This is an optimization exercise on Yosys and OpenROAD, whose aim is small area, not a production implementation. At most, simulation tests tie the RTL to the original design; equivalence was not proved. Function not checked in runs 1 to 4: the RTL went through the layout flow alone. Power figures rest on the tool's default switching activity, not on a simulated workload.

[design/flow/constraint.sdc]
create_clock -name core_clock -period 8.0 [get_ports {clk}]
set_input_delay 1.6000 -clock core_clock [delete_from_list [all_inputs] [get_ports {clk}]]
set_output_delay 1.6000 -clock core_clock [all_outputs]
set_load 0.01 [all_outputs]
[design/flow/config.mk]
export PLATFORM = sky130hd
export DESIGN_NAME = calc
export DESIGN_NICKNAME = calc
export VERILOG_FILES = /design/flow/design.v
export SDC_FILE = /design/flow/constraint.sdc
export NUM_CORES = 4
export LEC_CHECK = 0
export CAP_MARGIN = 20
export CORE_MARGIN = 2
export CORE_UTILIZATION = 40
export SLEW_MARGIN = 20
export SYNTH_HIERARCHICAL = 1
[design/flow/design.v]
`timescale 1ns / 1ps
module calc(clk, rst, validIn, dataIn, dataOut);
input clk, rst, validIn;
input  [15:0] dataIn;
output reg [15:0] dataOut;
reg [1:0] state;
reg [15:0] num1;
wire inA = ~state[1] & ~state[0];
wire inB = state[0];
wire inC = state[1];
wire opAdd = dataOut[0];
wire isOp  = (dataIn[15:2] == 14'd0);
wire selSq  = inB & ~dataIn[0];
wire selMul = inC & ~opAdd;
wire [15:0] mb;
assign mb[0] = (selSq & num1[0]) | (selMul & dataIn[0]) | (inC & opAdd) | (inB & dataIn[0]);
assign mb[15:1] = ({15{selSq}} & num1[15:1]) | ({15{selMul}} & dataIn[15:1]);
wire injHi = inC & opAdd;
wire injLo = inB | (inC & opAdd);
wire [15:0] prod;
    wire pp_0_0 = ~(num1[0] & mb[0]);
    wire pp_1_0 = ~(num1[1] & mb[0]);
    wire pp_2_0 = ~(num1[2] & mb[0]);
    wire pp_3_0 = ~(num1[3] & mb[0]);
    wire pp_4_0 = ~(num1[4] & mb[0]);
    wire pp_5_0 = ~(num1[5] & mb[0]);
    wire pp_6_0 = ~(num1[6] & mb[0]);
    wire pp_7_0 = ~(num1[7] & mb[0]);
    wire pp_8_0 = ~(num1[8] & mb[0]);
    wire pp_9_0 = ~(num1[9] & mb[0]);
    wire pp_10_0 = ~(num1[10] & mb[0]);
    wire pp_11_0 = ~(num1[11] & mb[0]);
    wire pp_12_0 = ~(num1[12] & mb[0]);
    wire pp_13_0 = ~(num1[13] & mb[0]);
    wire pp_14_0 = ~(num1[14] & mb[0]);
    wire pp_15_0 = ~(num1[15] & mb[0]);
    wire pp_0_1 = ~((num1[0] & mb[1]) | (dataIn[1] & injHi));
    wire pp_1_1 = ~((num1[1] & mb[1]) | (dataIn[2] & injHi));
    wire pp_2_1 = ~((num1[2] & mb[1]) | (dataIn[3] & injHi));
    wire pp_3_1 = ~((num1[3] & mb[1]) | (dataIn[4] & injHi));
    wire pp_4_1 = ~((num1[4] & mb[1]) | (dataIn[5] & injHi));
    wire pp_5_1 = ~((num1[5] & mb[1]) | (dataIn[6] & injHi));
    wire pp_6_1 = ~((num1[6] & mb[1]) | (dataIn[7] & injHi));
    wire pp_7_1 = ~((num1[7] & mb[1]) | (dataIn[8] & injHi));
    wire pp_8_1 = ~((num1[8] & mb[1]) | (dataIn[9] & injHi));
    wire pp_9_1 = ~((num1[9] & mb[1]) | (dataIn[10] & injHi));
    wire pp_10_1 = ~((num1[10] & mb[1]) | (dataIn[11] & injHi));
    wire pp_11_1 = ~((num1[11] & mb[1]) | (dataIn[12] & injHi));
    wire pp_12_1 = ~((num1[12] & mb[1]) | (dataIn[13] & injHi));
    wire pp_13_1 = ~((num1[13] & mb[1]) | (dataIn[14] & injHi));
    wire pp_14_1 = ~((num1[14] & mb[1]) | (dataIn[15] & injHi));
    wire pp_0_2 = ~(num1[0] & mb[2]);
    wire pp_1_2 = ~(num1[1] & mb[2]);
    wire pp_2_2 = ~(num1[2] & mb[2]);
    wire pp_3_2 = ~(num1[3] & mb[2]);
    wire pp_4_2 = ~(num1[4] & mb[2]);
    wire pp_5_2 = ~(num1[5] & mb[2]);
    wire pp_6_2 = ~(num1[6] & mb[2]);
    wire pp_7_2 = ~(num1[7] & mb[2]);
    wire pp_8_2 = ~(num1[8] & mb[2]);
    wire pp_9_2 = ~(num1[9] & mb[2]);
    wire pp_10_2 = ~(num1[10] & mb[2]);
    wire pp_11_2 = ~(num1[11] & mb[2]);
    wire pp_12_2 = ~(num1[12] & mb[2]);
    wire pp_13_2 = ~(num1[13] & mb[2]);
    wire pp_0_3 = ~(num1[0] & mb[3]);
    wire pp_1_3 = ~(num1[1] & mb[3]);
    wire pp_2_3 = ~(num1[2] & mb[3]);
    wire pp_3_3 = ~(num1[3] & mb[3]);
    wire pp_4_3 = ~(num1[4] & mb[3]);
    wire pp_5_3 = ~(num1[5] & mb[3]);
    wire pp_6_3 = ~(num1[6] & mb[3]);
    wire pp_7_3 = ~(num1[7] & mb[3]);
    wire pp_8_3 = ~(num1[8] & mb[3]);
    wire pp_9_3 = ~(num1[9] & mb[3]);
    wire pp_10_3 = ~(num1[10] & mb[3]);
    wire pp_11_3 = ~(num1[11] & mb[3]);
    wire pp_12_3 = ~(num1[12] & mb[3]);
    wire pp_0_4 = ~(num1[0] & mb[4]);
    wire pp_1_4 = ~(num1[1] & mb[4]);
    wire pp_2_4 = ~(num1[2] & mb[4]);
    wire pp_3_4 = ~(num1[3] & mb[4]);
    wire pp_4_4 = ~(num1[4] & mb[4]);
    wire pp_5_4 = ~(num1[5] & mb[4]);
    wire pp_6_4 = ~(num1[6] & mb[4]);
    wire pp_7_4 = ~(num1[7] & mb[4]);
    wire pp_8_4 = ~(num1[8] & mb[4]);
    wire pp_9_4 = ~(num1[9] & mb[4]);
    wire pp_10_4 = ~(num1[10] & mb[4]);
    wire pp_11_4 = ~(num1[11] & mb[4]);
    wire pp_0_5 = ~(num1[0] & mb[5]);
    wire pp_1_5 = ~(num1[1] & mb[5]);
    wire pp_2_5 = ~(num1[2] & mb[5]);
    wire pp_3_5 = ~(num1[3] & mb[5]);
    wire pp_4_5 = ~(num1[4] & mb[5]);
    wire pp_5_5 = ~(num1[5] & mb[5]);
    wire pp_6_5 = ~(num1[6] & mb[5]);
    wire pp_7_5 = ~(num1[7] & mb[5]);
    wire pp_8_5 = ~(num1[8] & mb[5]);
    wire pp_9_5 = ~(num1[9] & mb[5]);
    wire pp_10_5 = ~(num1[10] & mb[5]);
    wire pp_0_6 = ~(num1[0] & mb[6]);
    wire pp_1_6 = ~(num1[1] & mb[6]);
    wire pp_2_6 = ~(num1[2] & mb[6]);
    wire pp_3_6 = ~(num1[3] & mb[6]);
    wire pp_4_6 = ~(num1[4] & mb[6]);
    wire pp_5_6 = ~(num1[5] & mb[6]);
    wire pp_6_6 = ~(num1[6] & mb[6]);
    wire pp_7_6 = ~(num1[7] & mb[6]);
    wire pp_8_6 = ~(num1[8] & mb[6]);
    wire pp_9_6 = ~(num1[9] & mb[6]);
    wire pp_0_7 = ~(num1[0] & mb[7]);
    wire pp_1_7 = ~(num1[1] & mb[7]);
    wire pp_2_7 = ~(num1[2] & mb[7]);
    wire pp_3_7 = ~(num1[3] & mb[7]);
    wire pp_4_7 = ~(num1[4] & mb[7]);
    wire pp_5_7 = ~(num1[5] & mb[7]);
    wire pp_6_7 = ~(num1[6] & mb[7]);
    wire pp_7_7 = ~(num1[7] & mb[7]);
    wire pp_8_7 = ~(num1[8] & mb[7]);
    wire pp_0_8 = ~(num1[0] & mb[8]);
    wire pp_1_8 = ~(num1[1] & mb[8]);
    wire pp_2_8 = ~(num1[2] & mb[8]);
    wire pp_3_8 = ~(num1[3] & mb[8]);
    wire pp_4_8 = ~(num1[4] & mb[8]);
    wire pp_5_8 = ~(num1[5] & mb[8]);
    wire pp_6_8 = ~(num1[6] & mb[8]);
    wire pp_7_8 = ~(num1[7] & mb[8]);
    wire pp_0_9 = ~(num1[0] & mb[9]);
    wire pp_1_9 = ~(num1[1] & mb[9]);
    wire pp_2_9 = ~(num1[2] & mb[9]);
    wire pp_3_9 = ~(num1[3] & mb[9]);
    wire pp_4_9 = ~(num1[4] & mb[9]);
    wire pp_5_9 = ~(num1[5] & mb[9]);
    wire pp_6_9 = ~(num1[6] & mb[9]);
    wire pp_0_10 = ~(num1[0] & mb[10]);
    wire pp_1_10 = ~(num1[1] & mb[10]);
    wire pp_2_10 = ~(num1[2] & mb[10]);
    wire pp_3_10 = ~(num1[3] & mb[10]);
    wire pp_4_10 = ~(num1[4] & mb[10]);
    wire pp_5_10 = ~(num1[5] & mb[10]);
    wire pp_0_11 = ~(num1[0] & mb[11]);
    wire pp_1_11 = ~(num1[1] & mb[11]);
    wire pp_2_11 = ~(num1[2] & mb[11]);
    wire pp_3_11 = ~(num1[3] & mb[11]);
    wire pp_4_11 = ~(num1[4] & mb[11]);
    wire pp_0_12 = ~(num1[0] & mb[12]);
    wire pp_1_12 = ~(num1[1] & mb[12]);
    wire pp_2_12 = ~(num1[2] & mb[12]);
    wire pp_3_12 = ~(num1[3] & mb[12]);
    wire pp_0_13 = ~(num1[0] & mb[13]);
    wire pp_1_13 = ~(num1[1] & mb[13]);
    wire pp_2_13 = ~(num1[2] & mb[13]);
    wire pp_0_14 = ~(num1[0] & mb[14]);
    wire pp_1_14 = ~(num1[1] & mb[14]);
    wire pp_0_15 = ~(num1[0] & mb[15]);
    wire pp_inj0 = ~(dataIn[0] & injLo);
    wire s1 = ~(pp_2_0 ^ pp_1_1);
    wire c2 = pp_2_0 | pp_1_1;
    wire s3, c4;
    fa u_s3 (.a(pp_3_0), .b(pp_2_1), .c(pp_1_2), .s(s3), .co(c4));
    wire s5 = ~(pp_0_3 ^ c2);
    wire c6 = pp_0_3 | c2;
    wire s7, c8;
    fa u_s7 (.a(pp_4_0), .b(pp_3_1), .c(pp_2_2), .s(s7), .co(c8));
    wire s9, c10;
    fa u_s9 (.a(pp_1_3), .b(pp_0_4), .c(c6), .s(s9), .co(c10));
    wire s11 = ~(c4 ^ s7);
    wire c12 = c4 | s7;
    wire s13, c14;
    fa u_s13 (.a(pp_5_0), .b(pp_4_1), .c(pp_3_2), .s(s13), .co(c14));
    wire s15, c16;
    fa u_s15 (.a(pp_2_3), .b(pp_1_4), .c(pp_0_5), .s(s15), .co(c16));
    wire s17, c18;
    fa u_s17 (.a(c8), .b(s13), .c(s15), .s(s17), .co(c18));
    wire s19 = ~(c12 ^ c10);
    wire c20 = c12 | c10;
    wire s21, c22;
    fa u_s21 (.a(pp_6_0), .b(pp_5_1), .c(pp_4_2), .s(s21), .co(c22));
    wire s23, c24;
    fa u_s23 (.a(pp_3_3), .b(pp_2_4), .c(pp_1_5), .s(s23), .co(c24));
    wire s25, c26;
    fa u_s25 (.a(pp_0_6), .b(c14), .c(c16), .s(s25), .co(c26));
    wire s27, c28;
    fa u_s27 (.a(s21), .b(s23), .c(c18), .s(s27), .co(c28));
    wire s29 = ~(s25 ^ c20);
    wire c30 = s25 | c20;
    wire s31, c32;
    fa u_s31 (.a(pp_7_0), .b(pp_6_1), .c(pp_5_2), .s(s31), .co(c32));
    wire s33, c34;
    fa u_s33 (.a(pp_4_3), .b(pp_3_4), .c(pp_2_5), .s(s33), .co(c34));
    wire s35, c36;
    fa u_s35 (.a(pp_1_6), .b(pp_0_7), .c(c22), .s(s35), .co(c36));
    wire s37, c38;
    fa u_s37 (.a(c24), .b(s31), .c(s33), .s(s37), .co(c38));
    wire s39, c40;
    fa u_s39 (.a(c26), .b(s35), .c(s37), .s(s39), .co(c40));
    wire s41 = ~(c30 ^ c28);
    wire c42 = c30 | c28;
    wire s43, c44;
    fa u_s43 (.a(pp_8_0), .b(pp_7_1), .c(pp_6_2), .s(s43), .co(c44));
    wire s45, c46;
    fa u_s45 (.a(pp_5_3), .b(pp_4_4), .c(pp_3_5), .s(s45), .co(c46));
    wire s47, c48;
    fa u_s47 (.a(pp_2_6), .b(pp_1_7), .c(pp_0_8), .s(s47), .co(c48));
    wire s49, c50;
    fa u_s49 (.a(c32), .b(c34), .c(s43), .s(s49), .co(c50));
    wire s51, c52;
    fa u_s51 (.a(s45), .b(s47), .c(c36), .s(s51), .co(c52));
    wire s53, c54;
    fa u_s53 (.a(c38), .b(s49), .c(s51), .s(s53), .co(c54));
    wire s55 = ~(c40 ^ c42);
    wire c56 = c40 | c42;
    wire s57, c58;
    fa u_s57 (.a(pp_9_0), .b(pp_8_1), .c(pp_7_2), .s(s57), .co(c58));
    wire s59, c60;
    fa u_s59 (.a(pp_6_3), .b(pp_5_4), .c(pp_4_5), .s(s59), .co(c60));
    wire s61, c62;
    fa u_s61 (.a(pp_3_6), .b(pp_2_7), .c(pp_1_8), .s(s61), .co(c62));
    wire s63, c64;
    fa u_s63 (.a(pp_0_9), .b(c44), .c(c46), .s(s63), .co(c64));
    wire s65, c66;
    fa u_s65 (.a(c48), .b(s57), .c(s59), .s(s65), .co(c66));
    wire s67, c68;
    fa u_s67 (.a(s61), .b(c50), .c(s63), .s(s67), .co(c68));
    wire s69, c70;
    fa u_s69 (.a(s65), .b(c52), .c(s67), .s(s69), .co(c70));
    wire s71 = ~(c54 ^ c56);
    wire c72 = c54 | c56;
    wire s73, c74;
    fa u_s73 (.a(pp_10_0), .b(pp_9_1), .c(pp_8_2), .s(s73), .co(c74));
    wire s75, c76;
    fa u_s75 (.a(pp_7_3), .b(pp_6_4), .c(pp_5_5), .s(s75), .co(c76));
    wire s77, c78;
    fa u_s77 (.a(pp_4_6), .b(pp_3_7), .c(pp_2_8), .s(s77), .co(c78));
    wire s79, c80;
    fa u_s79 (.a(pp_1_9), .b(pp_0_10), .c(c58), .s(s79), .co(c80));
    wire s81, c82;
    fa u_s81 (.a(c60), .b(c62), .c(s73), .s(s81), .co(c82));
    wire s83, c84;
    fa u_s83 (.a(s75), .b(s77), .c(c64), .s(s83), .co(c84));
    wire s85, c86;
    fa u_s85 (.a(c66), .b(s79), .c(s81), .s(s85), .co(c86));
    wire s87, c88;
    fa u_s87 (.a(c68), .b(s83), .c(s85), .s(s87), .co(c88));
    wire s89 = ~(c70 ^ c72);
    wire c90 = c70 | c72;
    wire s91, c92;
    fa u_s91 (.a(pp_11_0), .b(pp_10_1), .c(pp_9_2), .s(s91), .co(c92));
    wire s93, c94;
    fa u_s93 (.a(pp_8_3), .b(pp_7_4), .c(pp_6_5), .s(s93), .co(c94));
    wire s95, c96;
    fa u_s95 (.a(pp_5_6), .b(pp_4_7), .c(pp_3_8), .s(s95), .co(c96));
    wire s97, c98;
    fa u_s97 (.a(pp_2_9), .b(pp_1_10), .c(pp_0_11), .s(s97), .co(c98));
    wire s99, c100;
    fa u_s99 (.a(c74), .b(c76), .c(c78), .s(s99), .co(c100));
    wire s101, c102;
    fa u_s101 (.a(s91), .b(s93), .c(s95), .s(s101), .co(c102));
    wire s103, c104;
    fa u_s103 (.a(s97), .b(c80), .c(c82), .s(s103), .co(c104));
    wire s105, c106;
    fa u_s105 (.a(s99), .b(s101), .c(c84), .s(s105), .co(c106));
    wire s107, c108;
    fa u_s107 (.a(c86), .b(s103), .c(s105), .s(s107), .co(c108));
    wire s109 = ~(c88 ^ c90);
    wire c110 = c88 | c90;
    wire s111, c112;
    fa u_s111 (.a(pp_12_0), .b(pp_11_1), .c(pp_10_2), .s(s111), .co(c112));
    wire s113, c114;
    fa u_s113 (.a(pp_9_3), .b(pp_8_4), .c(pp_7_5), .s(s113), .co(c114));
    wire s115, c116;
    fa u_s115 (.a(pp_6_6), .b(pp_5_7), .c(pp_4_8), .s(s115), .co(c116));
    wire s117, c118;
    fa u_s117 (.a(pp_3_9), .b(pp_2_10), .c(pp_1_11), .s(s117), .co(c118));
    wire s119, c120;
    fa u_s119 (.a(pp_0_12), .b(c92), .c(c94), .s(s119), .co(c120));
    wire s121, c122;
    fa u_s121 (.a(c96), .b(c98), .c(s111), .s(s121), .co(c122));
    wire s123, c124;
    fa u_s123 (.a(s113), .b(s115), .c(s117), .s(s123), .co(c124));
    wire s125, c126;
    fa u_s125 (.a(c100), .b(c102), .c(s119), .s(s125), .co(c126));
    wire s127, c128;
    fa u_s127 (.a(s121), .b(s123), .c(c104), .s(s127), .co(c128));
    wire s129, c130;
    fa u_s129 (.a(s125), .b(c106), .c(s127), .s(s129), .co(c130));
    wire s131 = ~(c108 ^ s129);
    wire c132 = c108 | s129;
    wire s133, c134;
    fa u_s133 (.a(pp_13_0), .b(pp_12_1), .c(pp_11_2), .s(s133), .co(c134));
    wire s135, c136;
    fa u_s135 (.a(pp_10_3), .b(pp_9_4), .c(pp_8_5), .s(s135), .co(c136));
    wire s137, c138;
    fa u_s137 (.a(pp_7_6), .b(pp_6_7), .c(pp_5_8), .s(s137), .co(c138));
    wire s139, c140;
    fa u_s139 (.a(pp_4_9), .b(pp_3_10), .c(pp_2_11), .s(s139), .co(c140));
    wire s141, c142;
    fa u_s141 (.a(pp_1_12), .b(pp_0_13), .c(c112), .s(s141), .co(c142));
    wire s143, c144;
    fa u_s143 (.a(c114), .b(c116), .c(c118), .s(s143), .co(c144));
    wire s145, c146;
    fa u_s145 (.a(s133), .b(s135), .c(s137), .s(s145), .co(c146));
    wire s147, c148;
    fa u_s147 (.a(s139), .b(c120), .c(c122), .s(s147), .co(c148));
    wire s149, c150;
    fa u_s149 (.a(c124), .b(s141), .c(s143), .s(s149), .co(c150));
    wire s151, c152;
    fa u_s151 (.a(s145), .b(c126), .c(s147), .s(s151), .co(c152));
    wire s153, c154;
    fa u_s153 (.a(s149), .b(c128), .c(s151), .s(s153), .co(c154));
    wire s155 = ~(c130 ^ s153);
    wire c156 = c130 | s153;
    wire s157, c158;
    fa u_s157 (.a(pp_14_0), .b(pp_13_1), .c(pp_12_2), .s(s157), .co(c158));
    wire s159, c160;
    fa u_s159 (.a(pp_11_3), .b(pp_10_4), .c(pp_9_5), .s(s159), .co(c160));
    wire s161, c162;
    fa u_s161 (.a(pp_8_6), .b(pp_7_7), .c(pp_6_8), .s(s161), .co(c162));
    wire s163, c164;
    fa u_s163 (.a(pp_5_9), .b(pp_4_10), .c(pp_3_11), .s(s163), .co(c164));
    wire s165, c166;
    fa u_s165 (.a(pp_2_12), .b(pp_1_13), .c(pp_0_14), .s(s165), .co(c166));
    wire s167, c168;
    fa u_s167 (.a(c134), .b(c136), .c(c138), .s(s167), .co(c168));
    wire s169, c170;
    fa u_s169 (.a(c140), .b(s157), .c(s159), .s(s169), .co(c170));
    wire s171, c172;
    fa u_s171 (.a(s161), .b(s163), .c(s165), .s(s171), .co(c172));
    wire s173, c174;
    fa u_s173 (.a(c142), .b(c144), .c(c146), .s(s173), .co(c174));
    wire s175, c176;
    fa u_s175 (.a(s167), .b(s169), .c(s171), .s(s175), .co(c176));
    wire s177, c178;
    fa u_s177 (.a(c148), .b(c150), .c(s173), .s(s177), .co(c178));
    wire s179, c180;
    fa u_s179 (.a(s175), .b(c152), .c(s177), .s(s179), .co(c180));
    wire s181 = ~(c154 ^ s179);
    wire c182 = c154 | s179;
    wire t183;
    xn2 u_t183 (.a(pp_15_0), .b(pp_14_1), .y(t183));
    wire s184;
    xn2 u_s184 (.a(t183), .b(pp_13_2), .y(s184));
    wire t185;
    xn2 u_t185 (.a(pp_12_3), .b(pp_11_4), .y(t185));
    wire s186;
    xn2 u_s186 (.a(t185), .b(pp_10_5), .y(s186));
    wire t187;
    xn2 u_t187 (.a(pp_9_6), .b(pp_8_7), .y(t187));
    wire s188;
    xn2 u_s188 (.a(t187), .b(pp_7_8), .y(s188));
    wire t189;
    xn2 u_t189 (.a(pp_6_9), .b(pp_5_10), .y(t189));
    wire s190;
    xn2 u_s190 (.a(t189), .b(pp_4_11), .y(s190));
    wire t191;
    xn2 u_t191 (.a(pp_3_12), .b(pp_2_13), .y(t191));
    wire s192;
    xn2 u_s192 (.a(t191), .b(pp_1_14), .y(s192));
    wire t193;
    xn2 u_t193 (.a(pp_0_15), .b(s184), .y(t193));
    wire s194;
    xn2 u_s194 (.a(t193), .b(s186), .y(s194));
    wire t195;
    xn2 u_t195 (.a(s188), .b(s190), .y(t195));
    wire s196;
    xn2 u_s196 (.a(t195), .b(s192), .y(s196));
    wire t197;
    xn2 u_t197 (.a(c158), .b(c160), .y(t197));
    wire s198;
    xn2 u_s198 (.a(t197), .b(c162), .y(s198));
    wire t199;
    xn2 u_t199 (.a(c164), .b(c166), .y(t199));
    wire s200;
    xn2 u_s200 (.a(t199), .b(s194), .y(s200));
    wire t201;
    xn2 u_t201 (.a(s196), .b(s198), .y(t201));
    wire s202;
    xn2 u_s202 (.a(t201), .b(c168), .y(s202));
    wire t203;
    xn2 u_t203 (.a(c170), .b(c172), .y(t203));
    wire s204;
    xn2 u_s204 (.a(t203), .b(s200), .y(s204));
    wire t205;
    xn2 u_t205 (.a(s202), .b(c174), .y(t205));
    wire s206;
    xn2 u_s206 (.a(t205), .b(s204), .y(s206));
    wire t207;
    xn2 u_t207 (.a(c176), .b(s206), .y(t207));
    wire s208;
    xn2 u_s208 (.a(t207), .b(c178), .y(s208));
    wire t209;
    xn2 u_t209 (.a(s208), .b(c180), .y(t209));
    wire s210;
    xn2 u_s210 (.a(t209), .b(c182), .y(s210));
    wire s211 = ~(pp_0_0 ^ pp_inj0);
    wire c212 = pp_0_0 | pp_inj0;
    wire s213, c214;
    fa u_s213 (.a(pp_1_0), .b(pp_0_1), .c(c212), .s(s213), .co(c214));
    wire s215, c216;
    fa u_s215 (.a(pp_0_2), .b(s1), .c(c214), .s(s215), .co(c216));
    wire s217, c218;
    fa u_s217 (.a(s5), .b(s3), .c(c216), .s(s217), .co(c218));
    wire s219, c220;
    fa u_s219 (.a(s11), .b(s9), .c(c218), .s(s219), .co(c220));
    wire s221, c222;
    fa u_s221 (.a(s19), .b(s17), .c(c220), .s(s221), .co(c222));
    wire s223, c224;
    fa u_s223 (.a(s29), .b(s27), .c(c222), .s(s223), .co(c224));
    wire s225, c226;
    fa u_s225 (.a(s41), .b(s39), .c(c224), .s(s225), .co(c226));
    wire s227, c228;
    fa u_s227 (.a(s55), .b(s53), .c(c226), .s(s227), .co(c228));
    wire s229, c230;
    fa u_s229 (.a(s71), .b(s69), .c(c228), .s(s229), .co(c230));
    wire s231, c232;
    fa u_s231 (.a(s87), .b(s89), .c(c230), .s(s231), .co(c232));
    wire s233, c234;
    fa u_s233 (.a(s107), .b(s109), .c(c232), .s(s233), .co(c234));
    wire s235, c236;
    fa u_s235 (.a(c110), .b(s131), .c(c234), .s(s235), .co(c236));
    wire s237, c238;
    fa u_s237 (.a(c132), .b(s155), .c(c236), .s(s237), .co(c238));
    wire s239, c240;
    fa u_s239 (.a(c156), .b(s181), .c(c238), .s(s239), .co(c240));
    wire s241;
    xn2 u_s241 (.a(s210), .b(c240), .y(s241));
    assign prod = ~{s241, s239, s237, s235, s233, s231, s229, s227, s225, s223, s221, s219, s217, s215, s213, s211};
reg [15:0] res;
reg [1:0] stn;
always @(*) begin
    res = dataIn;
    stn = 2'b00;
    if (inB) begin
        if (isOp & dataIn[1]) res = prod;
        stn = isOp ? (dataIn[1] ? 2'b00 : 2'b10) : 2'b01;
    end else if (inC) begin
        res = prod;
        stn = 2'b00;
    end else begin
        stn = 2'b01;
    end
end
always @(posedge clk) begin
    if (inA) num1 <= dataIn;
    if (rst) begin
        state   <= 2'b00;
        dataOut <= 16'd0;
    end else if (validIn) begin
        state   <= stn;
        dataOut <= res;
    end
end
endmodule
module fa(input a, input b, input c, output s, output co);
assign s = a ^ b ^ c;
assign co = (a & b) | (a & c) | (b & c);
endmodule
module xn2(input a, input b, output y);
assign y = ~(a ^ b);
endmodule
[design/flow/run.sh]
#!/bin/bash
# synth_recipe.tcl (not shown) runs the flow's synth.tcl, then flattens the netlist and writes it again
# the make line also repeats each setting of config.mk as NAME=value (left out here)
make -C /OpenROAD-flow-scripts/flow DESIGN_CONFIG=/design/flow/config.mk WORK_HOME=/design/flow/orfs CLKGATE_MAP_FILE= SYNTH_SCRIPT=/design/flow/synth_recipe.tcl finish
==> impl_metrics.toml, run 1 <==
[die]
core_sq_um = 11470
fp.dieH_microns = 112.6
dieWidth_microns = 112.6
dieArea_sq_um = 12670
io_pins = 35
placementRows = 39
initial_core_util = 0.4110

[sta]
hold_slack_ns = 0.4736
rsz0062_at_grt = "false"
worst_pin_slew_ns = 0.9689
max_slew_margin = 0.3527
min_period_over_period = 0.9716
finalSetupViolations = 0
period_needed_ns = 7.773
hold_violations = 0
max_freq_mhz = 128.6
fin_setup_tns_ns = 0
drv_slew = 0
skew_ns = 0.01129

[critical_path]
r2r_cells = 22
crit_family = "adder cells"
worstPathCellList = "clkdlybuf4s15_1, nor2b_1, a22o_4, a22o_1, ha_1, inv_1, fa_2, fa_2, fa_2, fa_2, fa_2, fa_2, fa_2, fa_2, fa_1, fa_2, fa_2, fa_2, fa_2, xnor2_1, o21bai_1, a211oi_1"
crit_fanout = 6
rr_endpoint = "dataOut[15]"
crit_arrival_ns = 7.96
path_class = "input pin to register"
slowest_stage = "fa_2"
critPathLaunchType = "input pin"
r2r_setup_slack_ns = 1.14
cp_common_cell = "fa_2"
critical_path_buf_inv_count = 2
worstPathRequired_ns = 8.18
cp_slowest_stage_delay_ns = 0.41
r2r_start = "state[1]"
crit_path_end_kind = "register"

[cts]
htree_levels = 2
cts_made_buffers = 5
cts_num_sinks = 34
clk_path_buf_depth = 2
path_clk_slew_ns = 0.06
root_buffer = "clkbuf_16"
insertion_delay_ns = 0.29
cts_setup_buffers = 0
postCtsHoldBufs = 0
cts_tree = "built"

[place]
gp_congestion = 0.8366
io_buffers = 34
place_hpwl_microns = 9422

[status]
status = "no timing/DRC/antenna violations"

[grt]
grt.overflow.total = 0
antenna_found_initial = 0
grt_max_degree = 20
grt_pass1_wl_microns = 20280
grt_usage = 0.2048
grt_pass1_vias = 3814

[synthesis]
syn_area_per_cell_sq_um = 9.779
yosysMostFrequentCell = "nand2_1"
ys_types = 37
synthTopCellsByCount = "nand2_1 (123), fa_1 (92), inv_1 (35)"
yosys_most_used_dff = "dfxtp_1"
synth_area_leaders = "fa_1 (39%), edfxtp_1 (10%), nand2_1 (9.8%)"
synth_seq_area_share = 0.1784
synth_enable_flop_cells = 16
netlist_area_sq_um = 4713
synth_top_area_frac = 0.3908
synth-seq-cells = 34
synthCells = 482
yosys_warnings = 7
async_flop_share = 0
synth_largest_area_cell = "fa_1"
syn-num-nets = 607

[drt]
vias_per_cell = 5.401
vias = 3554
drt_wl_total_microns = 11970
drt_iter0_markers = 230
first_pass_iters = 4
ant_nets = 0
drc = 0
wl_per_cell_microns = 18.19

[finish]
num_antenna_cells = 0
fillers = 1077
num-nets-final = 639
syn2layout_area_growth_pct = 17.02
drive_gt1_frac = 0.1126

[hold_path]
hp-class = "register to register"
min_from = "dataOut[1]"
worst_hold_path.num_cells = 1
min_to = "dataOut[1]"

[pwr]
vdd_ir_drop_max_v = 0.0001247
power.leakage_uw = 0.001747
power.density_nw_per_um2 = 131.4

[flow_run]
max_cap_viol_count = 0
[power breakdown]
part | switching [uW] | internal, uW
registers | 20.7 | 197
clock network | 82.4 | 179
logic | 129 | 117
[through the flow]
stage | util | cell area (sq um) | cells | total power [uW] | setup slack, ns
finish | 0.4810 | 5515 | 658 | 724.5 | 0.2269
detailed placement | 0.4611 | 5288 | 650 | 466.6 | -0.7460
CTS | 0.4794 | 5498 | 658 | 728.3 | 0.03638
floorplan | - | 4743 | 482 | 378.4 | 0.02819
global placement | 0.4611 | 5288 | 650 | 460.9 | -0.6456
global route | 0.4810 | 5515 | 658 | 768.4 | 0.01130
[sequential cells by signal, summed over array words and instances (netlist names)]
| name | cells |
|---|---|
| dataOut | 16 |
| num1 | 16 |
| state | 2 |
[metal layers]
layer	global-route usage	vias to the layer above	routed length, microns
li1	-	1622	-
met1	0.2903	1792	5422
met2	0.3309	124	5631
met3	0.03186	16	713
met4	0.05285	0	198
met5	0	-	0
[cell type report]
class	instances	area (sq um)	share of cell area
repair buffers	61	545.5	0.09891
multi-input cells	377	3625	0.6572
inverters	35	131.4	0.02382
clock inverters	3	68.82	0.01248
clock buffers	5	125.1	0.02269
flip-flops and latches	34	840.8	0.1525
well taps	143	178.9	0.03244
[per-module statistics from Yosys, one instance, submodules excluded]
module	times used	cell area (sq um)
calc	1	2618
xn2	29	8.758
fa	92	20.02
[logic make-up (layout without fill, tap and decap cells)]
| group | after synthesis | in the layout | synth area share |
|---|---|---|---|
| AOI/OAI and AO/OA | 83 | 83 | 0.1272 |
| xor gates and xnor gates | 29 | 29 | 0.05389 |
| adders and majority gates | 106 | 106 | 0.4279 |
| buffers and inverters | 71 | 104 | 0.06318 |
| DFF | 34 | 34 | 0.1784 |
| muxes | 1 | 1 | 0.002389 |
| and+or+nand+nor | 158 | 158 | 0.1471 |
[repair_timing]
item                                    CTS  global route
resized for setup                         8             5
pin swaps                                 2             2
endpoints found under the setup margin    3             2
[worst max-delay path by stage]
| stage | endpoint | depth (start not counted) | from |
|---|---|---|---|
| floorplan | dataOut[15] | 22 | dataIn[0] |
| CTS | dataOut[15] | 21 | dataIn[1] |
| finish | dataOut[15] | 22 | dataIn[0] |
| global placement | dataOut[15] | 22 | dataIn[0] |
| global route | dataOut[15] | 23 | dataIn[0] |
| detailed placement | dataOut[15] | 22 | dataIn[0] |
[cell usage in the layout (no fill, tap or decap), types with 2 or more instances in the layout]
cell type and instances:
a211oi_1 14, a21oi_1 16, a22o_1 13, a22o_4 2
a22oi_1 14, and2_1 4, buf_4 27, bufinv_16 2
clkbuf_16 5, clkdlybuf4s50_1 32, dfxtp_1 18, edfxtp_1 16
fa_1 79, fa_2 13, ha_1 14, inv_1 35
nand2_1 123, nor2_1 18, nor2b_1 3, o21ai_0 4
o21bai_1 14, or4_4 3, xnor2_1 29
==> inputs of run 2 (changes only) <==
--- a/design/flow/design.v
+++ b/design/flow/design.v
@@ -411,4 +411,4 @@
     fa u_s225 (.a(s41), .b(s39), .c(c224), .s(s225), .co(c226));
-    wire s227, c228;
-    fa u_s227 (.a(s55), .b(s53), .c(c226), .s(s227), .co(c228));
+    wire s227 = ~(s55 ^ s53);
+    wire c228 = s55 | s53;
     wire s229, c230;
@@ -427,3 +427,27 @@
     xn2 u_s241 (.a(s210), .b(c240), .y(s241));
-    assign prod = ~{s241, s239, s237, s235, s233, s231, s229, s227, s225, s223, s221, s219, s217, s215, s213, s211};
+    wire s242 = s55 ^ s53;
+    wire c243 = s55 & s53;
+    wire s244, c245;
+    fa u_s244 (.a(s71), .b(s69), .c(c243), .s(s244), .co(c245));
+    wire s246, c247;
+    fa u_s246 (.a(s87), .b(s89), .c(c245), .s(s246), .co(c247));
+    wire s248, c249;
+    fa u_s248 (.a(s107), .b(s109), .c(c247), .s(s248), .co(c249));
+    wire s250, c251;
+    fa u_s250 (.a(c110), .b(s131), .c(c249), .s(s250), .co(c251));
+    wire s252, c253;
+    fa u_s252 (.a(c132), .b(s155), .c(c251), .s(s252), .co(c253));
+    wire s254, c255;
+    fa u_s254 (.a(c156), .b(s181), .c(c253), .s(s254), .co(c255));
+    wire s256;
+    xn2 u_s256 (.a(s210), .b(c255), .y(s256));
+    wire m257 = c226 ? s227 : s242;
+    wire m258 = c226 ? s229 : s244;
+    wire m259 = c226 ? s231 : s246;
+    wire m260 = c226 ? s233 : s248;
+    wire m261 = c226 ? s235 : s250;
+    wire m262 = c226 ? s237 : s252;
+    wire m263 = c226 ? s239 : s254;
+    wire m264 = c226 ? s241 : s256;
+    assign prod = ~{m264, m263, m262, m261, m260, m259, m258, m257, s225, s223, s221, s219, s217, s215, s213, s211};
 reg [15:0] res;
==> impl_metrics.toml, run 2 <==
[status]
status = "no timing/DRC/antenna violations"

[grt]
grt_max_degree = 31
met2_usage = 0.3400
grtUsageMet1 = 0.2861
met3_usage = 0.03954
grt.overflow.total = 0
grt_usage = 0.2083
grt_pass1_vias = 3970
grt_pass1_wl_microns = 20880
busiest_layer = "met2"
antenna_found_initial = 0

[critical_path]
crit_arrival_ns = 7.82
worstPathRequired_ns = 8.18
crit_path_end_kind = "register"
r2r_cells = 20
path_class = "input pin to register"
crit_fanout = 8
critPathLaunchType = "input pin"

[die]
io_pins = 35
dieArea_sq_um = 13200
fp.dieH_microns = 114.9
placementRows = 40
core_sq_um = 12010
initial_core_util = 0.4096
dieWidth_microns = 114.9

[finish]
final_common_cell = "nand2_1"
fillers = 1144
reg_top3 = "dataOut x16, num1 x16, state x2"
num-nets-final = 665
num_antenna_cells = 0
syn2layout_area_growth_pct = 13.84
final_cell_mix = "nand2_1 (134), fa_1 (97), inv_1 (37)"
drive_gt1_frac = 0.06554

[sta]
fin_setup_tns_ns = 0
period_needed_ns = 7.641
drv_slew = 0
skew_ns = 0.003271
min_period_over_period = 0.9551
worst_pin_slew_ns = 1.053
layout_setup_ws_ns = 0.3593
max_freq_mhz = 130.9
max_slew_margin = 0.2968
finalSetupViolations = 0
rsz0062_at_grt = "false"
hold_violations = 0

[cts]
postCtsHoldBufs = 0
path_clk_slew_ns = 0.05
cts_made_buffers = 5
root_buffer = "clkbuf_16"
cts_num_sinks = 34
clk_path_buf_depth = 2
cts_resized = 0
insertion_delay_ns = 0.28
htree_levels = 2
cts_setup_buffers = 0
cts_tree = "built"

[drt]
drc = 0
vias_per_cell = 5.496
first_pass_iters = 5
ant_nets = 0
wl_per_cell_microns = 18.81
vias = 3743
drt_wl_total_microns = 12810
drt_iter0_markers = 285

[synthesis]
synth_largest_area_cell = "fa_1"
synthCells = 506
synthTopCellsByCount = "nand2_1 (134), fa_1 (97), inv_1 (37)"
netlist_area_sq_um = 4920
ys_types = 36
synth-seq-cells = 34
yosys_warnings = 7
syn-num-nets = 638
synth_top_area_frac = 0.3947
synth_enable_flop_cells = 16
yosys_most_used_dff = "dfxtp_1"
synth_seq_area_share = 0.1709
syn_area_per_cell_sq_um = 9.723
yosysMostFrequentCell = "nand2_1"
async_flop_share = 0
synth_area_leaders = "fa_1 (39%), nand2_1 (10%), edfxtp_1 (9.8%)"

[place]
gp_congestion = 0.8613
place_hpwl_microns = 10070
post-place-ws_ns = 0.1137
io_buffers = 34

[pwr]
power.density_nw_per_um2 = 124.7
vdd_ir_drop_max_v = 0.00007174
power.leakage_uw = 0.001697

[hold_path]
hp-class = "register to register"
worst_hold_path.num_cells = 2

[flow_run]
max_cap_viol_count = 0
-- run 2: Yosys stat by module (local to each module, per instance) --
module / times used / area (sq um)
xn2: 30 / 8.758
fa: 97 / 20.02
calc: 1 / 2715
-- run 2: critical path, cell delays in order --
cell	delay (ns)
clkdlybuf4s50_1	0.42
nor2b_1	0.17
buf_4	0.18
a22o_1	0.33
nand2_1	0.12
fa_1	0.41
fa_1	0.40
fa_1	0.52
fa_1	0.44
inv_1	0.08
ha_1	0.14
inv_1	0.05
fa_1	0.37
fa_1	0.38
fa_1	0.39
fa_1	0.39
fa_1	0.39
fa_1	0.39
xnor2_1	0.13
mux2i_1	0.16
o21ai_1	0.09
a311oi_1	0.28
-- run 2: area by class of cell --
cell class	instances	area, sq um	area share
Inverter	38	142.6	0.02547
Clock inverter	1	5.005	0.0008937
Clock buffer	7	142.6	0.02547
Sequential cell	34	840.8	0.1501
Tap cell	147	183.9	0.03284
Multi-Input combinational cell	398	3780	0.6749
Timing Repair Buffer	56	505.5	0.09026
-- run 2: path summary, 6_finish.rpt --
| check | start | end | slack, ns |
|---|---|---|---|
| worst max-delay path | dataIn[0] | dataOut[15] | 0.36 |
| worst min-delay path | dataOut[9] | dataOut[9] | 0.48 |
| worst max register to register | num1[0] | dataOut[15] | 1.42 |
| worst min register to register | dataOut[9] | dataOut[9] | 0.48 |
-- run 2: metal layers --
metal | routed length, microns | share of wire
met5 | 0 | 0
met4 | 205 | 0.016
met3 | 930 | 0.073
met2 | 6181 | 0.48
met1 | 5494 | 0.43
-- run 2: logic make-up (layout without fill, tap and decap cells) --
kind of cell             Yosys count  in the layout  share of synthesized area
flip-flops                        34             34                     0.1709
multiplexers                       7              7                    0.01424
XOR/XNOR                          31             31                    0.05519
AND/OR/NAND/NOR                  184            184                     0.1676
adder cells (fa/ha/maj)          113            113                     0.4354
AO/OA/AOI/OAI                     63             63                    0.09588
buffers and inverters             74            102                    0.06078
-- run 2: stage by stage --
| step | hold WS [ns] | std cells | utilization | total power, uW | area, sq um |
|---|---|---|---|---|---|
| 2_1_floorplan | 0.4908 | 506 | - | 417.3 | 4920 |
| 3_3_place_gp | 0.4798 | 673 | 0.4540 | 505.1 | 5453 |
| 3_5_place_dp | 0.4819 | 673 | 0.4540 | 510.5 | 5453 |
| 4_1_cts | 0.4887 | 681 | 0.4663 | 707.8 | 5600 |
| 5_1_grt | 0.5166 | 681 | 0.4663 | 748.6 | 5600 |
| 6_report | 0.4830 | 681 | 0.4663 | 698.6 | 5600 |
-- run 2: report_power, final --
| part | internal [uW] | leakage (uW) | switching [uW] |
|---|---|---|---|
| clock | 123 | 0.0000739 | 70.3 |
| sequential | 195 | 0.000310 | 22.7 |
| combinational | 132 | 0.00131 | 155 |
==> inputs of run 3 (changes only) <==
--- a/design/flow/design.v
+++ b/design/flow/design.v
@@ -157,3 +157,4 @@
     wire pp_inj0 = ~(dataIn[0] & injLo);
-    wire s1 = ~(pp_2_0 ^ pp_1_1);
+    wire s1;
+    xn2 u_s1 (.a(pp_2_0), .b(pp_1_1), .y(s1));
     wire c2 = pp_2_0 | pp_1_1;
@@ -161,3 +162,4 @@
     fa u_s3 (.a(pp_3_0), .b(pp_2_1), .c(pp_1_2), .s(s3), .co(c4));
-    wire s5 = ~(pp_0_3 ^ c2);
+    wire s5;
+    xn2 u_s5 (.a(pp_0_3), .b(c2), .y(s5));
     wire c6 = pp_0_3 | c2;
@@ -167,3 +169,4 @@
     fa u_s9 (.a(pp_1_3), .b(pp_0_4), .c(c6), .s(s9), .co(c10));
-    wire s11 = ~(c4 ^ s7);
+    wire s11;
+    xn2 u_s11 (.a(c4), .b(s7), .y(s11));
     wire c12 = c4 | s7;
@@ -175,3 +178,4 @@
     fa u_s17 (.a(c8), .b(s13), .c(s15), .s(s17), .co(c18));
-    wire s19 = ~(c12 ^ c10);
+    wire s19;
+    xn2 u_s19 (.a(c12), .b(c10), .y(s19));
     wire c20 = c12 | c10;
@@ -185,3 +189,4 @@
     fa u_s27 (.a(s21), .b(s23), .c(c18), .s(s27), .co(c28));
-    wire s29 = ~(s25 ^ c20);
+    wire s29;
+    xn2 u_s29 (.a(s25), .b(c20), .y(s29));
     wire c30 = s25 | c20;
@@ -197,3 +202,4 @@
     fa u_s39 (.a(c26), .b(s35), .c(s37), .s(s39), .co(c40));
-    wire s41 = ~(c30 ^ c28);
+    wire s41;
+    xn2 u_s41 (.a(c30), .b(c28), .y(s41));
     wire c42 = c30 | c28;
@@ -211,3 +217,4 @@
     fa u_s53 (.a(c38), .b(s49), .c(s51), .s(s53), .co(c54));
-    wire s55 = ~(c40 ^ c42);
+    wire s55;
+    xn2 u_s55 (.a(c40), .b(c42), .y(s55));
     wire c56 = c40 | c42;
@@ -227,3 +234,4 @@
     fa u_s69 (.a(s65), .b(c52), .c(s67), .s(s69), .co(c70));
-    wire s71 = ~(c54 ^ c56);
+    wire s71;
+    xn2 u_s71 (.a(c54), .b(c56), .y(s71));
     wire c72 = c54 | c56;
@@ -245,3 +253,4 @@
     fa u_s87 (.a(c68), .b(s83), .c(s85), .s(s87), .co(c88));
-    wire s89 = ~(c70 ^ c72);
+    wire s89;
+    xn2 u_s89 (.a(c70), .b(c72), .y(s89));
     wire c90 = c70 | c72;
@@ -265,3 +274,4 @@
     fa u_s107 (.a(c86), .b(s103), .c(s105), .s(s107), .co(c108));
-    wire s109 = ~(c88 ^ c90);
+    wire s109;
+    xn2 u_s109 (.a(c88), .b(c90), .y(s109));
     wire c110 = c88 | c90;
@@ -287,3 +297,4 @@
     fa u_s129 (.a(s125), .b(c106), .c(s127), .s(s129), .co(c130));
-    wire s131 = ~(c108 ^ s129);
+    wire s131;
+    xn2 u_s131 (.a(c108), .b(s129), .y(s131));
     wire c132 = c108 | s129;
@@ -311,3 +322,4 @@
     fa u_s153 (.a(s149), .b(c128), .c(s151), .s(s153), .co(c154));
-    wire s155 = ~(c130 ^ s153);
+    wire s155;
+    xn2 u_s155 (.a(c130), .b(s153), .y(s155));
     wire c156 = c130 | s153;
@@ -337,3 +349,4 @@
     fa u_s179 (.a(s175), .b(c152), .c(s177), .s(s179), .co(c180));
-    wire s181 = ~(c154 ^ s179);
+    wire s181;
+    xn2 u_s181 (.a(c154), .b(s179), .y(s181));
     wire c182 = c154 | s179;
@@ -395,3 +408,4 @@
     xn2 u_s210 (.a(t209), .b(c182), .y(s210));
-    wire s211 = ~(pp_0_0 ^ pp_inj0);
+    wire s211;
+    xn2 u_s211 (.a(pp_0_0), .b(pp_inj0), .y(s211));
     wire c212 = pp_0_0 | pp_inj0;
@@ -411,4 +425,4 @@
     fa u_s225 (.a(s41), .b(s39), .c(c224), .s(s225), .co(c226));
-    wire s227 = ~(s55 ^ s53);
-    wire c228 = s55 | s53;
+    wire s227, c228;
+    fa u_s227 (.a(s55), .b(s53), .c(c226), .s(s227), .co(c228));
     wire s229, c230;
@@ -427,27 +441,3 @@
     xn2 u_s241 (.a(s210), .b(c240), .y(s241));
-    wire s242 = s55 ^ s53;
-    wire c243 = s55 & s53;
-    wire s244, c245;
-    fa u_s244 (.a(s71), .b(s69), .c(c243), .s(s244), .co(c245));
-    wire s246, c247;
-    fa u_s246 (.a(s87), .b(s89), .c(c245), .s(s246), .co(c247));
-    wire s248, c249;
-    fa u_s248 (.a(s107), .b(s109), .c(c247), .s(s248), .co(c249));
-    wire s250, c251;
-    fa u_s250 (.a(c110), .b(s131), .c(c249), .s(s250), .co(c251));
-    wire s252, c253;
-    fa u_s252 (.a(c132), .b(s155), .c(c251), .s(s252), .co(c253));
-    wire s254, c255;
-    fa u_s254 (.a(c156), .b(s181), .c(c253), .s(s254), .co(c255));
-    wire s256;
-    xn2 u_s256 (.a(s210), .b(c255), .y(s256));
-    wire m257 = c226 ? s227 : s242;
-    wire m258 = c226 ? s229 : s244;
-    wire m259 = c226 ? s231 : s246;
-    wire m260 = c226 ? s233 : s248;
-    wire m261 = c226 ? s235 : s250;
-    wire m262 = c226 ? s237 : s252;
-    wire m263 = c226 ? s239 : s254;
-    wire m264 = c226 ? s241 : s256;
-    assign prod = ~{m264, m263, m262, m261, m260, m259, m258, m257, s225, s223, s221, s219, s217, s215, s213, s211};
+    assign prod = ~{s241, s239, s237, s235, s233, s231, s229, s227, s225, s223, s221, s219, s217, s215, s213, s211};
 reg [15:0] res;
--- a/design/flow/config.mk
+++ b/design/flow/config.mk
@@ -10,2 +10,3 @@
 export CORE_UTILIZATION = 40
+export CTS_BUF_LIST = sky130_fd_sc_hd__clkbuf_4
 export SLEW_MARGIN = 20
==> impl_metrics.toml, run 3 <==
[die]
dieArea_sq_um = 12250
placementRows = 38
dieWidth_microns = 110.7
io_pins = 35
initial_core_util = 0.4143
core_sq_um = 10980
fp.dieH_microns = 110.7

[place]
place_hpwl_microns = 10020
post-place-ws_ns = -0.7746
placed_area_sq_um = 5219
gp_congestion = 0.8090
io_buffers = 34

[sta]
finalSetupViolations = 0
hold_slack_ns = 0.4997
hold_violations = 0
max_slew_margin = 0.3289
drv_slew = 0
max_freq_mhz = 129.1
layout_setup_ws_ns = 0.2514
rsz0062_at_grt = "false"
skew_ns = 0.02055
min_period_over_period = 0.9686
period_needed_ns = 7.749
worst_pin_slew_ns = 1.007

[drt]
first_pass_iters = 5
vias_per_cell = 5.612
vias = 3631
drt_iter0_markers = 267
wl_per_cell_microns = 19.61
ant_nets = 0
drc = 0
drt_wl_total_microns = 12690

[cts]
path_clk_slew_ns = 0.12
clk_path_buf_depth = 2
cts_tree = "built"
htree_levels = 2
cts_made_buffers = 5
insertion_delay_ns = 0.34
cts_num_sinks = 34
cts_setup_buffers = 0
root_buffer = "clkbuf_4"

[grt]
grt_usage = 0.2140
grt_pass1_wl_microns = 20690
grt_max_degree = 31
grt_pass1_vias = 3862
antenna_found_initial = 0
grt.overflow.total = 0

[pwr]
vdd_ir_drop_max_v = 0.00007042
power.leakage_uw = 0.001376
power.density_nw_per_um2 = 116.8

[synthesis]
synth_area_leaders = "fa_1 (40%), edfxtp_1 (11%), nand2_1 (10%)"
ys_types = 36
synth_seq_area_share = 0.1848
synth_xor_area_frac = 0.08276
async_flop_share = 0
synthAdderAreaFrac = 0.4047
synthMuxAreaShare = 0
yosysMostFrequentCell = "nand2_1"
yosys_warnings = 7
synth_enable_flop_cells = 16
yosys_most_used_dff = "dfxtp_1"
netlist_area_sq_um = 4551
syn-num-nets = 576
synth_top_family_by_area = "adder cells"
synthTopCellsByCount = "nand2_1 (125), fa_1 (92), xnor2_1 (43)"
synth_top_area_frac = 0.4047
synthCells = 465
synth_largest_area_cell = "fa_1"
synth-seq-cells = 34
syn_area_per_cell_sq_um = 9.786
synth-compound-area-share = 0.1279
synth_simple_gate_area_frac = 0.1683

[finish]
drive_gt1_frac = 0.1381
num-nets-final = 617
fin_area_sq_um = 5324
fillers = 1059
num_antenna_cells = 0
multi_input_area_sq_um = 3618
reg_top3 = "dataOut x16, num1 x16, state x2"
final_common_cell = "nand2_1"
syn2layout_area_growth_pct = 16.99
seq_area_sq_um = 840.8
final_cell_mix = "nand2_1 (125), fa_1 (82), xnor2_1 (43)"

[critical_path]
critPathLaunchType = "input pin"
r2r_cells = 21
cp_common_cell = "fa_2"
crit_family = "adder cells"
worstPathRequired_ns = 8.26
r2r_start = "state[1]"
critical_path_buf_inv_count = 1
crit_arrival_ns = 8.01
path_class = "input pin to register"
r2r_setup_slack_ns = 0.93
worstPathCellList = "clkdlybuf4s15_2, o21ai_0, nand2_1, nand2_1, or2_2, fa_1, fa_2, fa_2, fa_2, fa_2, fa_2, fa_1, fa_2, fa_2, fa_1, fa_2, fa_2, fa_2, fa_1, xnor2_1, a211o_1, a31oi_1"
rr_endpoint = "dataOut[15]"
crit_fanout = 5
crit_path_end_kind = "register"
cp_slowest_stage_delay_ns = 0.39
slowest_stage = "fa_1"

[hold_path]
min_from = "dataOut[1]"
min_to = "dataOut[1]"
hp-class = "register to register"
worst_hold_path.num_cells = 2

[status]
status = "no timing/DRC/antenna violations"

[flow_run]
max_cap_viol_count = 0
-- run 3: changes by cell type in the layout (fill, tap and decap cells not counted), moves of 9 or more --
cell / change
inv_1: -36
a21oi_1: +14
a311oi_1: -9
fa_2: +10
xnor2_1: +12
o21ai_1: -10
a211o_1: +14
fa_1: -15
buf_4: +13
nand2_1: -9
a31oi_1: +14
ha_1: -16
-- run 3: layout make-up --
| class | count | share of cell area |
|---|---|---|
| clock buffers | 6 | 0.008461 |
| inverters | 2 | 0.001410 |
| flip-flops and latches | 34 | 0.1579 |
| repair buffers | 69 | 0.1133 |
| multi-input cells | 394 | 0.6797 |
| well taps | 140 | 0.03290 |
| clock inverters | 2 | 0.006345 |
-- run 3: how the worst max path moves through the flow --
| stage | startpoint | slack [ns] | to | cells after the start |
|---|---|---|---|---|
| 6_report | dataIn[0] | 0.25 | dataOut[15] | 22 |
| 5_1_grt | dataIn[0] | 0.04 | dataOut[15] | 22 |
| 4_1_cts | dataIn[0] | 0.03 | dataOut[15] | 22 |
| 3_5_place_dp | dataIn[0] | -0.77 | dataOut[15] | 22 |
| 3_3_place_gp | dataIn[0] | -0.66 | dataOut[15] | 22 |
| 2_1_floorplan | dataIn[0] | 0.03 | dataOut[15] | 21 |
-- run 3: layer usage --
| layer | share of wire | global-route usage | up-vias |
|---|---|---|---|
| li1 | - | - | 1629 |
| met1 | 0.42 | 0.2897 | 1850 |
| met2 | 0.49 | 0.3620 | 142 |
| met3 | 0.069 | 0.03335 | 10 |
| met4 | 0.017 | 0.05417 | 0 |
| met5 | 0 | 0 | - |
-- run 3: where the power goes --
part / leakage (uW) / internal (uW) / switching (uW)
Clock: 0.0000460 / 68.7 / 61.1
Combinational: 0.00102 / 126 / 145
Sequential: 0.000311 / 198 / 22.6
-- run 3: through the flow --
step	cells	setup TNS [ns]	utilization	power (uW)
finish	647	0	0.4847	621.9
global route	647	0	0.4847	661.8
CTS	647	0	0.4836	625.8
detailed placement	639	-1.841	0.4752	495.4
global placement	639	-1.503	0.4752	487.6
floorplan	465	0	-	387.0
-- run 3: per-module statistics from Yosys (local to each module, per instance) --
| module | times used | cell area, sq um | flops+latches |
|---|---|---|---|
| calc | 1 | 2332 | 34 |
| fa | 92 | 20.02 | 0 |
| xn2 | 43 | 8.758 | 0 |
-- run 3: timing repair --
action	CTS	global route
endpoints found under the setup margin	2	2
hold buffers	0	0
gates resized for setup	7	5
gates cloned	0	0
-- run 3: kinds of logic after synthesis --
| kind of cell | after synthesis |
|---|---|
| buffers and inverters | 37 |
| adder cells (fa/ha/maj) | 92 |
| flip-flops | 34 |
| AND/OR/NAND/NOR | 177 |
| AO/OA/AOI/OAI | 82 |
| XOR/XNOR | 43 |
-- run 3: worst min-delay path: cells and delay by family (launching register included) --
family / cells / cell delay [ns]
DFF: 1 / 0.33
AOI/OAI and AO/OA: 1 / 0.06
and+or+nand+nor: 1 / 0.07
==> inputs of run 4 (changes only) <==
--- a/design/flow/config.mk
+++ b/design/flow/config.mk
@@ -10,3 +10,2 @@
 export CORE_UTILIZATION = 40
-export CTS_BUF_LIST = sky130_fd_sc_hd__clkbuf_4
 export SLEW_MARGIN = 20
==> impl_metrics.toml, run 4 <==
[status]
status = "no timing/DRC/antenna violations"

[critical_path]
cp_common_cell = "fa_2"
path_class = "input pin to register"
critPathLaunchType = "input pin"
slowest_stage = "fa_2"
r2r_cells = 21
crit_arrival_ns = 7.99
cp_slowest_stage_delay_ns = 0.39
crit_fanout = 14
crit_path_end_kind = "register"
worstPathCellList = "clkdlybuf4s15_2, o21ai_0, nand2_1, buf_4, buf_4, buf_4, nand2_1, xnor2_1, fa_2, fa_2, fa_2, fa_2, fa_2, fa_1, fa_2, fa_2, fa_1, fa_2, fa_2, fa_2, fa_1, xnor2_1, a211o_1, a31oi_1"
worstPathRequired_ns = 8.20

[synthesis]
synth_largest_area_cell = "fa_1"
ys_types = 36
synth_seq_area_share = 0.1848
syn-num-nets = 576
netlist_area_sq_um = 4551
yosys_most_used_dff = "dfxtp_1"
syn_area_per_cell_sq_um = 9.786
synthCells = 465
synthTopCellsByCount = "nand2_1 (125), fa_1 (92), xnor2_1 (43)"
synth-seq-cells = 34
synth_enable_flop_cells = 16
synth_top_area_frac = 0.4047
yosysMostFrequentCell = "nand2_1"
yosys_warnings = 7
synth_area_leaders = "fa_1 (40%), edfxtp_1 (11%), nand2_1 (10%)"
async_flop_share = 0

[drt]
wl_per_cell_microns = 19.61
drc = 0
ant_nets = 0
drt_wl_total_microns = 12710
vias = 3629
first_pass_iters = 5
vias_per_cell = 5.600
drt_iter0_markers = 236

[die]
initial_core_util = 0.4143
placementRows = 38
io_pins = 35
fp.dieH_microns = 110.7
dieArea_sq_um = 12250
core_sq_um = 10980
dieWidth_microns = 110.7

[pwr]
vdd_ir_drop_max_v = 0.00007615
power.leakage_uw = 0.001419
power.density_nw_per_um2 = 130.5

[sta]
period_needed_ns = 7.791
finalSetupViolations = 0
layout_setup_ws_ns = 0.2093
hold_violations = 0
drv_slew = 0
skew_ns = 0.01069
fin_setup_tns_ns = 0
rsz0062_at_grt = "false"
max_freq_mhz = 128.4
min_period_over_period = 0.9738
max_slew_margin = 0.3216
worst_pin_slew_ns = 1.018

[cts]
clk_path_buf_depth = 2
path_clk_slew_ns = 0.06
root_buffer = "clkbuf_16"
cts_tree = "built"
cts_made_buffers = 5
insertion_delay_ns = 0.28
htree_levels = 2
cts_num_sinks = 34

[grt]
grt.overflow.total = 0
grt_pass1_wl_microns = 20690
grt_max_degree = 31
grt_usage = 0.2144
grt_pass1_vias = 3879
antenna_found_initial = 0

[place]
placed_area_sq_um = 5219
io_buffers = 34
gp_congestion = 0.8090
post-place-ws_ns = -0.7746
place_hpwl_microns = 10020

[finish]
num-nets-final = 618
fillers = 1046
syn2layout_area_growth_pct = 19.16
reg_top3 = "dataOut x16, num1 x16, state x2"
drive_gt1_frac = 0.1398
num_antenna_cells = 0
final_common_cell = "nand2_1"
fin_area_sq_um = 5423
final_cell_mix = "nand2_1 (125), fa_1 (81), xnor2_1 (43)"

[hold_path]
worst_hold_path.num_cells = 2
hp-class = "register to register"

[flow_run]
max_cap_viol_count = 0
run 4: cells by family (layout without fill, tap and decap cells):
family | Yosys count | after routing | synth area share
and+or+nand+nor | 177 | 177 | 0.1683
adders and majority gates | 92 | 92 | 0.4047
AOI/OAI and AO/OA | 82 | 82 | 0.1279
xor gates and xnor gates | 43 | 43 | 0.08276
buffers and inverters | 37 | 80 | 0.03162
DFF | 34 | 34 | 0.1848
run 4: layer usage:
layer  global-route usage  share of wire
met5                    0              0
met4              0.05750          0.018
met3              0.03226          0.058
met2               0.3640           0.49
met1               0.2882           0.43
run 4: Yosys stat by module, one instance, submodules excluded:
module | area, sq um | copies in the design
calc | 2332 | 1
fa | 20.02 | 92
xn2 | 8.758 | 43
run 4: report_power, final:
| part | switching [uW] | internal (uW) |
|---|---|---|
| sequential | 23.0 | 199 |
| clock | 71.2 | 143 |
| combinational | 146 | 126 |
run 4: repair_timing:
| item | in CTS | in global routing |
|---|---|---|
| hold buffers | 0 | 0 |
| pin swaps | 0 | 1 |
| setup endpoints to repair | 3 | 2 |
| buffers inserted | 0 | 1 |
| resized for setup | 8 | 6 |
| gates cloned | 0 | 0 |
run 4: final cells by class:
type / count / area [sq um] / area share
multi-input cells: 394 / 3621 / 0.6677
flip-flops and latches: 34 / 840.8 / 0.1551
repair buffers: 70 / 610.6 / 0.1126
well taps: 140 / 175.2 / 0.03230
clock buffers: 8 / 167.7 / 0.03092
inverters: 2 / 7.507 / 0.001384
run 4: critical path: cells and delay by family:
family,cells,cell delay [ns]
adders and majority gates,13,4.70
buffers and inverters,4,0.65
AOI/OAI and AO/OA,3,0.55
xor gates and xnor gates,2,0.26
and+or+nand+nor,2,0.20
run 4: stage by stage:
stage	hold slack [ns]	power, uW	util	std cells
2_1_floorplan	0.5042	387.0	-	465
3_5_place_dp	0.4794	495.4	0.4752	639
3_3_place_gp	0.4693	487.6	0.4752	639
5_1_grt	0.5115	746.3	0.4937	648
6_report	0.4897	707.7	0.4937	648
4_1_cts	0.4974	709.8	0.4919	647
run 4: final timing paths:
kind	from	endpoint	slack [ns]
worst max register to register	state[1]	dataOut[15]	1.01
worst min-delay path	dataOut[1]	dataOut[1]	0.49
worst min register to register	dataOut[1]	dataOut[1]	0.49
worst max-delay path	dataIn[0]	dataOut[15]	0.21
==> inputs of run 5 (changes only) <==
--- a/design/flow/design.v
+++ b/design/flow/design.v
@@ -4,5 +4,7 @@
 input  [15:0] dataIn;
-output reg [15:0] dataOut;
+output [15:0] dataOut;
 reg [1:0] state;
 reg [15:0] num1;
+reg [15:0] dataOutN;
+assign dataOut = ~dataOutN;
 wire inA = ~state[1] & ~state[0];
@@ -442,26 +444,15 @@
     assign prod = ~{s241, s239, s237, s235, s233, s231, s229, s227, s225, s223, s221, s219, s217, s215, s213, s211};
-reg [15:0] res;
-reg [1:0] stn;
-always @(*) begin
-    res = dataIn;
-    stn = 2'b00;
-    if (inB) begin
-        if (isOp & dataIn[1]) res = prod;
-        stn = isOp ? (dataIn[1] ? 2'b00 : 2'b10) : 2'b01;
-    end else if (inC) begin
-        res = prod;
-        stn = 2'b00;
-    end else begin
-        stn = 2'b01;
-    end
-end
+wire selRes = inC | (inB & isOp & dataIn[1]);
+wire [1:0] stn = inB ? (isOp ? (dataIn[1] ? 2'b00 : 2'b10) : 2'b01) : (inC ? 2'b00 : 2'b01);
+wire ld   = validIn & ~rst;
+wire sRes = ld & selRes;
+wire sIn  = ld & ~selRes;
+wire sOld = ~validIn & ~rst;
 always @(posedge clk) begin
     if (inA) num1 <= dataIn;
-    if (rst) begin
-        state   <= 2'b00;
-        dataOut <= 16'd0;
-    end else if (validIn) begin
-        state   <= stn;
-        dataOut <= res;
-    end
+    if (rst)
+        state <= 2'b00;
+    else if (validIn)
+        state <= stn;
+    dataOutN <= ~(({16{sRes}} & prod) | ({16{sIn}} & dataIn) | ({16{sOld}} & dataOut));
 end
--- a/design/flow/config.mk
+++ b/design/flow/config.mk
@@ -10,2 +10,3 @@
 export CORE_UTILIZATION = 40
+export CTS_BUF_LIST = sky130_fd_sc_hd__clkbuf_8
 export SLEW_MARGIN = 20
==> impl_metrics.toml, run 5 <==
[synthesis]
ys_types = 33
synth_enable_flop_cells = 16
async_flop_share = 0
syn_area_per_cell_sq_um = 9.752
synth_area_leaders = "fa_1 (41%), edfxtp_1 (11%), nand2_1 (10%)"
syn-num-nets = 572
synth_seq_area_share = 0.1870
synthCells = 461
yosys_warnings = 7
synth_largest_area_cell = "fa_1"
synth_top_area_frac = 0.4097
yosysMostFrequentCell = "nand2_1"
synthTopCellsByCount = "nand2_1 (124), fa_1 (92), xnor2_1 (43)"
synth-seq-cells = 34
yosys_most_used_dff = "dfxtp_1"
netlist_area_sq_um = 4496

[die]
fp.dieH_microns = 110.0
initial_core_util = 0.4129
core_sq_um = 10890
io_pins = 35
dieArea_sq_um = 12100
placementRows = 38
dieWidth_microns = 110.0

[grt]
grt_usage = 0.2244
grt_max_degree = 32
antenna_found_initial = 0
grt_pass1_wl_microns = 20090
grt.overflow.total = 0
grt_pass1_vias = 3758

[flow_run]
max_cap_viol_count = 0

[sta]
worst_pin_slew_ns = 0.9491
fin_setup_tns_ns = 0
drv_slew = 0
layout_setup_ws_ns = 0.2675
max_slew_margin = 0.3649
max_freq_mhz = 129.3
hold_slack_ns = 0.4825
rsz0062_at_grt = "false"
min_period_over_period = 0.9666
hold_violations = 0
period_needed_ns = 7.732
finalSetupViolations = 0
skew_ns = 0.008008

[finish]
fillers = 1064
num_antenna_cells = 0
final_common_cell = "nand2_1"
final_cell_mix = "nand2_1 (123), fa_1 (86), xnor2_1 (43)"
syn2layout_area_growth_pct = 19.06
drive_gt1_frac = 0.1341
multi_input_area_sq_um = 3508
seq_area_sq_um = 840.8
num-nets-final = 617
reg_top3 = "dataOutN x16, num1 x16, state x2"

[pwr]
power.density_nw_per_um2 = 122.8
vdd_ir_drop_max_v = 0.00006296
power.leakage_uw = 0.001454
power.total_uw = 657.3

[critical_path]
crit_path_end_kind = "register"
r2r_setup_slack_ns = 0.96
cp_slowest_stage_delay_ns = 0.51
critical_path_buf_inv_count = 1
crit_fanout = 4
cp_common_cell = "fa_1"
crit_family = "adder cells"
critPathLaunchType = "input pin"
crit_arrival_ns = 7.87
worstPathRequired_ns = 8.14
path_class = "input pin to register"
worstPathCellList = "clkdlybuf4s50_1, a22o_1, nand2_1, fa_1, fa_2, fa_1, fa_2, fa_2, fa_1, fa_2, fa_2, fa_1, fa_1, fa_1, fa_1, fa_1, xnor2_1, nor3_1, a311oi_1"
slowest_stage = "clkdlybuf4s50_1"

[hold_path]
hp-class = "register to register"

[place]
io_buffers = 34
place_hpwl_microns = 9599
post-place-ws_ns = -0.6525
gp_congestion = 0.8542

[drt]
drt_wl_total_microns = 12380
drt_iter0_markers = 255
first_pass_iters = 5
drc = 0
ant_nets = 0
wl_per_cell_microns = 19.14
vias_per_cell = 5.468
vias = 3538

[status]
status = "no timing/DRC/antenna violations"

[cts]
clk_path_buf_depth = 2
htree_levels = 2
cts_made_buffers = 5
insertion_delay_ns = 0.30
postCtsHoldBufs = 0
path_clk_slew_ns = 0.08
cts_num_sinks = 34
root_buffer = "clkbuf_8"
cts_tree = "built"
==> run 5: cell count changes after synthesis, sizes merged, moves of 2 or more <==
cell	delta
nor2	-3
nor3	+14
a211o	-14
and2	+2
a311oi	+14
a21oi	-13
a31oi	-14
nand4b	-2
inv	+19
nand2b	-2
==> run 5: cells by family after synthesis <==
logic type	Yosys count	synth area share
AOI/OAI and AO/OA	57	0.09936
xor gates and xnor gates	43	0.08377
adders and majority gates	92	0.4097
buffers and inverters	53	0.04565
DFF	34	0.1870
and+or+nand+nor	182	0.1745
==> run 5: stage by stage <==
stage | util | instances | cell area [sq um]
CTS | 0.4897 | 646 | 5331
finish | 0.4916 | 647 | 5353
detailed placement | 0.4768 | 638 | 5191
global placement | 0.4758 | 638 | 5180
global route | 0.4916 | 647 | 5353
floorplan | - | 461 | 4537
==> run 5: worst register-to-register path: stages, from the launching register on <==
cell      delay (ns)
dfxtp_1         0.51
and2_1          0.19
buf_4           0.22
a22o_4          0.17
a22oi_1         0.10
fa_2            0.39
fa_1            0.40
fa_2            0.37
fa_1            0.40
fa_2            0.36
fa_2            0.35
fa_1            0.40
fa_2            0.36
fa_2            0.35
fa_1            0.39
fa_1            0.39
fa_1            0.39
fa_1            0.40
fa_1            0.39
xnor2_1         0.14
nor3_1          0.19
a311oi_1        0.06
==> run 5: Yosys stat by module (local to each module, per instance) <==
module	cells inside	cell area, sq um
calc	326	2277
xn2	1	8.758
fa	1	20.02
==> run 5: power breakdown <==
group          switching [uW]  leakage (uW)  internal, uW
sequential               20.6      0.000312           196
clock                    73.1     0.0000683           125
combinational             131       0.00107           112
==> run 5: area by class of cell <==
class | count | area share
Tap cell | 140 | 0.03273
Clock inverter | 3 | 0.01286
Inverter | 20 | 0.01403
Sequential cell | 34 | 0.1571
Multi-Input combinational cell | 374 | 0.6554
Timing Repair Buffer | 71 | 0.1150
Clock buffer | 5 | 0.01286
==> run 5: worst paths after layout <==
kind | startpoint | to | cells past startpoint
worst max-delay path | dataIn[2] | dataOutN[15] | 19
worst min-delay path | dataOutN[1] | dataOutN[1] | 2
worst max register to register | state[1] | dataOutN[15] | 21
worst min register to register | dataOutN[1] | dataOutN[1] | 2
==> run 5: repair_timing <==
action / 4_1_cts / 5_1_grt
resized for setup: 4 / 7
buffers inserted: 0 / 1
endpoints found under the setup margin: 2 / 2
pin swaps: 0 / 3
==> run 5: per-layer routing <==
| metal | up-vias | wire length (microns) | part of all wire | global-route usage |
|---|---|---|---|---|
| li1 | 1595 | - | - | - |
| met2 | 147 | 5968 | 0.48 | 0.3734 |
| met5 | - | 0 | 0 | 0 |
| met3 | 27 | 935 | 0.076 | 0.03939 |
| met1 | 1769 | 5170 | 0.42 | 0.3047 |
| met4 | 0 | 307 | 0.025 | 0.05696 |

## static timing again, ports no longer ideal
How much do the figures lean on ideal ports? The routed layouts below were timed once more, with nothing changed but the port constraints. Step 1, drivers: a clkbuf_16 drives clk and a buf_2 each remaining input, both assumed. Step 2, shift: input delay + t, output delay - t, t = (earliest + latest rising clock arrival at the registers) / 2. This alone moves slack from input paths to output paths. Three values: ideal ports, drivers, drivers and shift; two values: the first two.
run | t, ns | setup slack, ns
run 1 | 0.318 | 0.227 / 0.242 / -0.075
run 2 | 0.317 | 0.359 / 0.373 / 0.056
run 3 | 0.362 | 0.251 / 0.259 / -0.103
run 4 | 0.311 | 0.209 / 0.225 / -0.086
run 5 | 0.323 | 0.268 / 0.270 / -0.053
Met with ideal ports but missed after step 2: setup timing in run 1, run 3, run 4 and run 5.
